This is an optimization exercise on Yosys and OpenROAD, whose aim is small area, not a production implementation. Function was checked by simulation only, so behaviour that the tests miss may differ from the original. The clock input has no modelled driver; a real chip could not lean on it and would need a root buffer or a full tree. Power figures rest on the tool's default switching activity, not on a simulated workload.

v30:
==> flow/design.v (excerpt) <==
module	outCPLD	(
	input	pclk_50M,
	input	rst,
	input	[1:8]	outP,
	input	[1:28]	out,
	output	logic	[1:8]	eoutP,
	output	logic	[1:28]	eout);
localparam	int	T	=	500000;
localparam	logic	[18:0]	S0	=	19'h4db31;
logic	[18:0]	cnt;
logic	[1:8]	last_outP;
logic	[1:28]	last_out;
logic	check;
logic	rst_d;
wire	z18	=	~|cnt[17:0];
wire	at_t	=	cnt[18]	&	z18;		 
wire	fb	=	(cnt[18]	^	cnt[5])	&	~at_t;
wire	upd	=	~check	&	~rst;		 
wire	hld	=	check	&	~rst;
wire	fire	=	hld	&	at_t;		 
function automatic integer pidx(input integer a, input integer b);
	pidx	=	(a < b) ? (b-1)*(b-2)/2 + a : (a-1)*(a-2)/2 + b;
endfunction
logic	[1:8]	g	[1:8];
logic	[1:8]	k;
logic	[1:28]	nxt;
always_comb	begin
	for	(int i = 1; i <= 8; i++)	begin
		logic	run;
		run	=	upd	&	~outP[i];
		for	(int j = 1; j <= 8; j++)	begin
			g[i][j]	=	run;
			if	(j != i)	run	=	run	&	~(outP[j]	&	out[pidx(i,j)]);
		end
		k[i]	=	run;
	end
	for	(int b = 2; b <= 8; b++)
		for	(int a = 1; a <= 7; a++)
			if	(a < b)
				nxt[pidx(a,b)]	=	(out[pidx(a,b)]	&	((g[a][b]	&	outP[b])	|	(g[b][a]	&	outP[a])))
							|	(eout[pidx(a,b)]	&	(hld	|	(k[a]	&	outP[b])	|	(k[b]	&	outP[a])));
end
always_ff	@(posedge	pclk_50M)	begin
	last_outP	<=	outP;
	last_out	<=	out;
	rst_d	<=	rst;
	check	<=	~rst	&	(rst_d	?	(outP	==	8'b0)	&	(out	==	28'b0)
  ...
==> flow/config.mk <==
export PLATFORM = sky130hd
export DESIGN_NAME = outCPLD
export DESIGN_NICKNAME = outCPLD
export VERILOG_FILES = /design/flow/design.v
export SDC_FILE = /design/flow/constraint.sdc
export NUM_CORES = 4
export LEC_CHECK = 0
export CAP_MARGIN = 0
export CORE_MARGIN = 2
export CORE_UTILIZATION = 40
export GPL_TIMING_DRIVEN = 0
export PLACE_DENSITY = 0.6
export SLEW_MARGIN = 0
==> flow/constraint.sdc <==
create_clock -name core_clock -period 20.0 [get_ports {pclk_50M}]
set_input_delay 4.0000 -clock core_clock [delete_from_list [all_inputs] [get_ports {pclk_50M}]]
set_output_delay 4.0000 -clock core_clock [all_outputs]
set_load 0.01 [all_outputs]
standard.sh (not shown) runs the stock make flow with config.mk's settings and CLKGATE_MAP_FILE= SYNTH_SCRIPT=/design/flow/synth_recipe.tcl, a recipe that flattens the netlist after the stock synthesis.
==> flow/flow/run.sh <==
#!/bin/bash
# Own flow: the standard layout (standard.sh) with
#  - the standard synthesis, but an area-oriented abc script (flow/synth.tcl),
#  - every port still buffered, with the smallest buffer (buf_1),
#  - CTS from small clock buffers and without dummy loads.
set -euo pipefail
W=$(pwd)
sed "s#SYNTH_SCRIPT=[^ ]*#SYNTH_SCRIPT=$W/flow/synth.tcl#" standard.sh > own_standard.sh
bash own_standard.sh finish \
  "BUFFER_PORTS_ARGS=-buffer_cell sky130_fd_sc_hd__buf_1" \
  "CTS_ARGS=-sink_clustering_enable -repair_clock_nets -buf_list sky130_fd_sc_hd__clkbuf_8 -sink_clustering_size 24 -dont_use_dummy_load" \
  > flow.log 2>&1
==> flow/flow/area.abc <==
strash
&get -n
&deepsyn -T 20
&dch -f
&nf -R 1000
&put
topo
==> flow/flow/synth.tcl <==
# The standard synthesis (synth_recipe.tcl), with only the abc script for
# the combinational logic changed to an area-oriented one (area.abc).
set ::area_abc [file join [file dirname [file normalize [info script]]] area.abc]
proc synth {args} { yosys synth -nofsm -noshare {*}$args }
proc abc {args} {
  set i [lsearch -exact $args -script]
  if { $i >= 0 } { lset args [expr { $i + 1 }] $::area_abc }
  yosys abc {*}$args
}
source $::env(SCRIPTS_DIR)/synth.tcl
# left out here: clear keep_hierarchy, flatten, clean up, hide names made inside functions, write 1_2_yosys.v
v30 was carried through to the last stage, and its layout satisfied the timing, DRC and antenna checks.
For v10, these inputs were changed with respect to v30:
- CAP_MARGIN: 0 -> 20
- SLEW_MARGIN: 0 -> 20
- GPL_TIMING_DRIVEN: 0 -> unset
diff --git a/flow/flow/run.sh b/flow/flow/run.sh
--- a/flow/flow/run.sh
+++ b/flow/flow/run.sh
@@ -10,3 +10,3 @@
   "BUFFER_PORTS_ARGS=-buffer_cell sky130_fd_sc_hd__buf_1" \
-  "CTS_ARGS=-sink_clustering_enable -repair_clock_nets -buf_list sky130_fd_sc_hd__clkbuf_8 -sink_clustering_size 24 -dont_use_dummy_load" \
+  "CTS_ARGS=-sink_clustering_enable -repair_clock_nets -buf_list sky130_fd_sc_hd__clkbuf_8 -dont_use_dummy_load" \
   > flow.log 2>&1
Notes after the runs:
- Relative contribution of the clock network to total power was higher in v30 than in v10.
- Number of storage elements in the synthesis netlist: v30 vs v10 — no meaningful difference
- v30 has lower internal power than v10.
- v10 does worse than v30 on first-pass GRT wire length.
- Diff v30 -> v10 | routed wire length | up by a few percent
## Diff of input files: v11 against v10
- SLEW_MARGIN changed from 20 to 0
- CAP_MARGIN changed from 20 to 0
- GPL_TIMING_DRIVEN newly set to 0
Findings:
- Across v10 and v11, none had a timing, DRC or antenna violation.
- Of the two values seen for end of the critical path, eout[6] was produced by v11 and eout[5] by v10.
- Going from v10 to v11, area growth from synthesis to layout now smaller; wire length now smaller; worst setup slack after placement now smaller.
- v10 -> v11: cell area decreased slightly
- Between v10 and v11, the clock distribution area overhead in the final layout figures differ only marginally.
### v11 -> v46
- SLEW_MARGIN now 20, was 0
- GPL_TIMING_DRIVEN no longer set, was 0
- CAP_MARGIN now 20, was 0
diff --git a/flow/flow/run.sh b/flow/flow/run.sh
--- a/flow/flow/run.sh
+++ b/flow/flow/run.sh
@@ -10,3 +10,3 @@
   "BUFFER_PORTS_ARGS=-buffer_cell sky130_fd_sc_hd__buf_1" \
-  "CTS_ARGS=-sink_clustering_enable -repair_clock_nets -buf_list sky130_fd_sc_hd__clkbuf_8 -dont_use_dummy_load" \
+  "CTS_ARGS=-sink_clustering_enable -repair_clock_nets -root_buf sky130_fd_sc_hd__clkbuf_8 -buf_list sky130_fd_sc_hd__clkbuf_4 -dont_use_dummy_load" \
   > flow.log 2>&1
==> notes.md <==
v11 went all the way through the flow, and no timing, DRC or antenna check failed.
v46 ran to completion and came out clean on the timing, DRC and antenna checks.
From v11 to v46 the numbers moved as follows: fraction of power spent switching nets rose 0.17 points; number of non-clock buffers in the layout rose 8; design area rose about 1.1%.
Utilization: v46 vs v11 up 0.54 points
[compare] base=v11 new=v46: power density of the placed cells lost 0.35 nW/um2; routed wire length climbed 6.9%.
Diff v11 and v46: power share of the clock group higher in v11
Comparing the two runs side by side, v46 comes out ahead of v11 on final critical-path setup slack.
Going from v11 to v46, the number of filler instances in the final layout was found to have gone down by 0.31%.
Number of clock sinks: v11 vs v46 identical
v46 ended up with a higher global-route usage than v11 did.
## Diff of input files: v54 against v46
- CAP_MARGIN: 20 -> 0
- GPL_TIMING_DRIVEN: unset -> 0
- SLEW_MARGIN: 20 -> 0
diff --git a/flow/flow/run.sh b/flow/flow/run.sh
--- a/flow/flow/run.sh
+++ b/flow/flow/run.sh
@@ -10,3 +10,3 @@
   "BUFFER_PORTS_ARGS=-buffer_cell sky130_fd_sc_hd__buf_1" \
-  "CTS_ARGS=-sink_clustering_enable -repair_clock_nets -root_buf sky130_fd_sc_hd__clkbuf_8 -buf_list sky130_fd_sc_hd__clkbuf_4 -dont_use_dummy_load" \
+  "CTS_ARGS=-sink_clustering_enable -repair_clock_nets -buf_list sky130_fd_sc_hd__clkbuf_16 -sink_clustering_size 50 -dont_use_dummy_load" \
   > flow.log 2>&1
- When v54 is set beside v46, its worst voltage drop across the vdd grid turns out to be about 16% larger.
- On total length of routed wires, the lower figure sits with v54, not v46.
- Diff v46 -> v54: placed instance count went down by 8, clock insertion delay at the later pin of the skew report decreased 0.02 ns, number of violations reported at the end of detailed-routing iteration 0 saw a decrease.
Inputs modified between v54 and v50:
diff --git a/flow/flow/run.sh b/flow/flow/run.sh
--- a/flow/flow/run.sh
+++ b/flow/flow/run.sh
@@ -10,3 +10,3 @@
   "BUFFER_PORTS_ARGS=-buffer_cell sky130_fd_sc_hd__buf_1" \
-  "CTS_ARGS=-sink_clustering_enable -repair_clock_nets -buf_list sky130_fd_sc_hd__clkbuf_16 -sink_clustering_size 50 -dont_use_dummy_load" \
+  "CTS_ARGS=-repair_clock_nets -buf_list sky130_fd_sc_hd__clkbuf_16 -dont_use_dummy_load" \
   > flow.log 2>&1
### Flow results
There was hardly any difference in cell count of the worst reg-to-reg path between v54 and v50.
Reported for v50 and v54, global-route wire length before repair turned out identical to the last digit.
v50 vs. v54: HPWL after detailed placement about even; fraction of power consumed by the clock network now sits at about the same level.
As far as post-route fraction of the period consumed by the critical path goes, v50 and v54 are indistinguishable; the numbers are identical.
Summary of v50 over v54: relative area change from synthesis to final layout ~0 delta, power density over the cells ~0 delta, die area ~0 delta, sequential cell count ~0 delta.

run A:
outCPLD, a different RTL version from the one above (not shown whole).
For scale: ~93 flip-flops, ~74 I/O pins.
// outCPLD
module	outCPLD	(
	input	pclk_50M,
	input	rst,
	input	[1:8]	outP,
	input	[1:28]	out,
	output	logic	[1:8]	eoutP,
	output	logic	[1:28]	eout);
export LEC_CHECK = 0
export CAP_MARGIN = 0
export CORE_MARGIN = 2
export CORE_UTILIZATION = 40
export GPL_TIMING_DRIVEN = 0
export PLACE_DENSITY = 0.6
export SLEW_MARGIN = 0
create_clock -name core_clock -period 20.0 [get_ports {pclk_50M}]
==> flow/flow/run.sh <==
#!/bin/bash
# Own flow: the standard layout (standard.sh) with
#  - the standard synthesis, but an area-oriented abc script (flow/synth.tcl),
#  - every port still buffered, with the smallest buffer (buf_1),
#  - CTS from clkbuf_8 buffers only, without dummy loads, then its tree
#    rebuilt with six leaf buffers (flow/post_cts.tcl).
set -euo pipefail
W=$(pwd)
sed "s#SYNTH_SCRIPT=[^ ]*#SYNTH_SCRIPT=$W/flow/synth.tcl#" standard.sh > own_standard.sh
bash own_standard.sh finish \
  "BUFFER_PORTS_ARGS=-buffer_cell sky130_fd_sc_hd__buf_1" \
  "CTS_ARGS=-sink_clustering_enable -repair_clock_nets -buf_list sky130_fd_sc_hd__clkbuf_8 -dont_use_dummy_load" \
  "POST_CTS_TCL=$W/flow/post_cts.tcl" \
  > flow.log 2>&1
==> flow/flow/area.abc <==
strash
&get -n
&deepsyn -J 500
&put
strash
dch -f
amap
mfs2 -a
strash
dch -f
map -a
topo
==> flow/flow/post_cts.tcl <==
# Rebuild the clock tree that CTS made with fewer leaves: the flip-flops
# are split into NX x NY groups by position (NX columns, each cut into NY
# rows), each group is
# driven by one of CTS's leaf buffers moved to the group's centre, and the
# other leaf buffers are removed. The clock port still drives only the
# root buffer, and every flip-flop is one root and one leaf buffer away.
set nx 3
set ny 2
set nleaf [expr {$nx * $ny}]
set leaf_master sky130_fd_sc_hd__clkbuf_8
set root_master sky130_fd_sc_hd__clkbuf_2
set block [ord::get_db_block]
set db [ord::get_db]
set port_net [$block findNet pclk_50M]
set roots {}
foreach it [$port_net getITerms] {
  if { [$it isInputSignal] } { lappend roots [$it getInst] }
}
if { [llength $roots] != 1 } { error "expected one clock root buffer, found [llength $roots]" }
set root [lindex $roots 0]
set root_out [[$root findITerm X] getNet]
set leaves {}
set sinks {}
foreach it [$root_out getITerms] {
  if { ![$it isInputSignal] } { continue }
  set inst [$it getInst]
  if { ![string match "sky130_fd_sc_hd__clkbuf_*" [[$inst getMaster] getName]] } {
    error "clock root drives [$inst getName], not a buffer"
  }
  lappend leaves $inst
  foreach s [[[$inst findITerm X] getNet] getITerms] {
    if { [$s isInputSignal] } {
      set bb [[$s getInst] getBBox]
      lappend sinks [list [expr {([$bb xMin] + [$bb xMax]) / 2}] [expr {([$bb yMin] + [$bb yMax]) / 2}] $s]
    }
  }
}
if { [llength $leaves] < $nleaf } { error "CTS made [llength $leaves] leaves, fewer than $nleaf" }
set sinks [lsort -integer -index 0 $sinks]
set n [llength $sinks]
set groups {}
for { set c 0 } { $c < $nx } { incr c } {
  set col [lsort -integer -index 1 [lrange $sinks [expr {$c * $n / $nx}] [expr {($c + 1) * $n / $nx - 1}]]]
  set m [llength $col]
  for { set r 0 } { $r < $ny } { incr r } {
    lappend groups [lrange $col [expr {$r * $m / $ny}] [expr {($r + 1) * $m / $ny - 1}]]
  }
}
set keep [lrange $leaves 0 [expr {$nleaf - 1}]]
for { set g 0 } { $g < $nleaf } { incr g } {
  set leaf [lindex $keep $g]
  set net [[$leaf findITerm X] getNet]
  set xs 0; set ys 0; set cnt 0
  foreach e [lindex $groups $g] {
    lassign $e x y s
    $s disconnect
    $s connect $net
    set xs [expr {$xs + $x}]; set ys [expr {$ys + $y}]; incr cnt
  }
  $leaf swapMaster [$db findMaster $leaf_master]
  $leaf setLocation [expr {$xs / $cnt}] [expr {$ys / $cnt}]
  $leaf setPlacementStatus PLACED
  puts "post_cts: [$leaf getName] drives $cnt flip-flops"
}
foreach leaf [lrange $leaves $nleaf end] {
  set net [[$leaf findITerm X] getNet]
  foreach it [$leaf getITerms] { $it disconnect }
  odb::dbInst_destroy $leaf
  odb::dbNet_destroy $net
}
$root swapMaster [$db findMaster $root_master]
detailed_placement
check_placement -verbose
estimate_parasitics -placement
report_check_types -max_slew -max_capacitance
Scripts as last shown in full above: flow/flow/synth.tcl
Changes in run B relative to run A:
--- a/flow/flow/area.abc
+++ b/flow/flow/area.abc
@@ -2,3 +2,3 @@
 &get -n
-&deepsyn -J 500
+&deepsyn -T 60
 &put
--- outcome ---
Run B finished every stage and its layout cleared the timing, DRC and antenna checks. Every stage of the flow completed for run A, and the final layout passed the timing, DRC and antenna checks. The latest clock arrival within the worst-skew pair of run A and that of run B are within noise of each other. Taking run A as the reference, in run B final instance area saw a decrease; share of total power in combinational logic dropped 0.4 points. Die footprint shrinks slightly when moving from run A to run B. The lower buffer and inverter count on the worst path of run A and run B is in run B. The total design power in run B was lower than what run A gave. Comparing run A and run B, top fanout value on the critical path is higher on run B. Taking run A as the reference, in run B final worst slack rose by 88 ps, share of the clock period used by the worst path fell by 0.44 points.
What run C does differently from run B at the input level:
--- a/flow/flow/run.sh
+++ b/flow/flow/run.sh
@@ -4,4 +4,3 @@
 #  - every port still buffered, with the smallest buffer (buf_1),
-#  - CTS from clkbuf_8 buffers only, without dummy loads, then its tree
-#    rebuilt with six leaf buffers (flow/post_cts.tcl).
+#  - CTS from clkbuf_8 buffers only, without dummy loads.
 set -euo pipefail
==> flow/flow/area.abc <==
strash
&get -n
&deepsyn -T 60
&dch -f
&nf -R 1000
&put
topo
### Flow results
| number of library cell types mapped by synthesis | lower: run B |. Sequential share of layout area on run C is down relative to run B. Run B vs run C, launch point of the worst path: outP[3] vs rst. Of run B and run C, run B shows the higher worst hold slack, with run C below it. Sequential area share after synthesis: run C vs run B down 1.3 points. From run B to run C the numbers moved as follows: final design instance area without fill shows an increase of 2.3%; power dissipated by switching net loads -2.0%; cell count now smaller; starting utilization of the core area lost 0.56 points. Critical path capture point: eout[9] -> run B, eout[20] -> run C.
What run D does differently from run C at the input level:
--- a/flow/flow/run.sh
+++ b/flow/flow/run.sh
@@ -4,3 +4,4 @@
 #  - every port still buffered, with the smallest buffer (buf_1),
-#  - CTS from clkbuf_8 buffers only, without dummy loads.
+#  - CTS from clkbuf_8 buffers only, without dummy loads, then its tree
+#    rebuilt with six leaf buffers (flow/post_cts.tcl).
 set -euo pipefail
==> flow/flow/area.abc <==
strash
&get -n
&deepsyn -T 60
&put
strash
dch -f
amap
mfs2 -a
strash
dch -f
map -a
topo
--- a/flow/flow/post_cts.tcl
+++ b/flow/flow/post_cts.tcl
@@ -7,5 +7,5 @@
 set nx 3
-set ny 2
+set ny 1
 set nleaf [expr {$nx * $ny}]
-set leaf_master sky130_fd_sc_hd__clkbuf_8
+set leaf_master sky130_fd_sc_hd__clkbuf_16
 set root_master sky130_fd_sc_hd__clkbuf_2
Results
Per the comparison of run D with run C, post-route core utilization has increased; total routed wire length on the met1 layer has remained practically unchanged; area share of and/or/nand/nor cells after synthesis has decreased; minimum setup slack in the final design has increased; power has decreased.
Worst hold slack for run D: 11 ps up relative to run C
Run D ended with less share of power burned in the clock network than run C.
CTS clock-pin slew for the worst setup and hold paths essentially unchanged between run C and run D.
Run C → run D: number of cells on the worst reg-to-reg path went up, layout-stage area growth over the synthesis result did not really move, worst-case headroom to the max-slew limit went up.

-- static timing again, ports no longer ideal --
The results above use ideal ports. As a check the final layouts listed here were re-extracted and re-timed, cells and wires unchanged.
Step 1, drivers: a clkbuf_16 drives pclk_50M and a buf_2 each remaining input, both assumed.
Step 2, shift: input delay + t, output delay - t, t = (earliest + latest rising clock arrival at the registers) / 2. This alone moves slack from input paths to output paths.
Three values: ideal, step 1, step 2; two values: the first two.
| run | shift t [ns] | slack for setup (ns) | clock arrival spread, ns | worst data-port slew with drivers (ns) | pins driven straight from the clock port |
|---|---|---|---|---|---|
| v30 | 0.390 | 12.684 / 12.695 / 12.305 | 0.022 / 0.022 | 0.05 | 1 |
| v10 | 0.389 | 12.754 / 12.769 / 12.380 | 0.028 / 0.029 | 0.05 | 1 |
| v11 | 0.390 | 12.684 / 12.695 / 12.305 | 0.022 / 0.022 | 0.05 | 1 |
| v46 | 0.389 | 12.754 / 12.769 / 12.380 | 0.028 / 0.029 | 0.05 | 1 |
| v54 | 0.368 | 12.692 / 12.709 / 12.340 | 0.015 / 0.015 | 0.05 | 1 |
| v50 | 0.368 | 12.692 / 12.709 / 12.340 | 0.015 / 0.015 | 0.05 | 1 |
| run A | 0.570 | 13.136 / 13.141 / 12.571 | 0.016 / 0.016 | 0.04 | 1 |
| run B | 0.566 | 13.224 / 13.235 / 12.669 | 0.015 / 0.014 | 0.04 | 1 |
| run C | 0.559 | 13.131 / 13.140 / 12.581 | 0.014 / 0.014 | 0.04 | 1 |
| run D | 0.478 | 13.193 / 13.203 / 12.725 | 0.013 / 0.013 | 0.04 | 1 |
After both steps every run listed still meets setup and hold. For run A, which loses most, drivers alone change the setup slack by +0.005 ns; drivers and shift together by -0.565 ns.
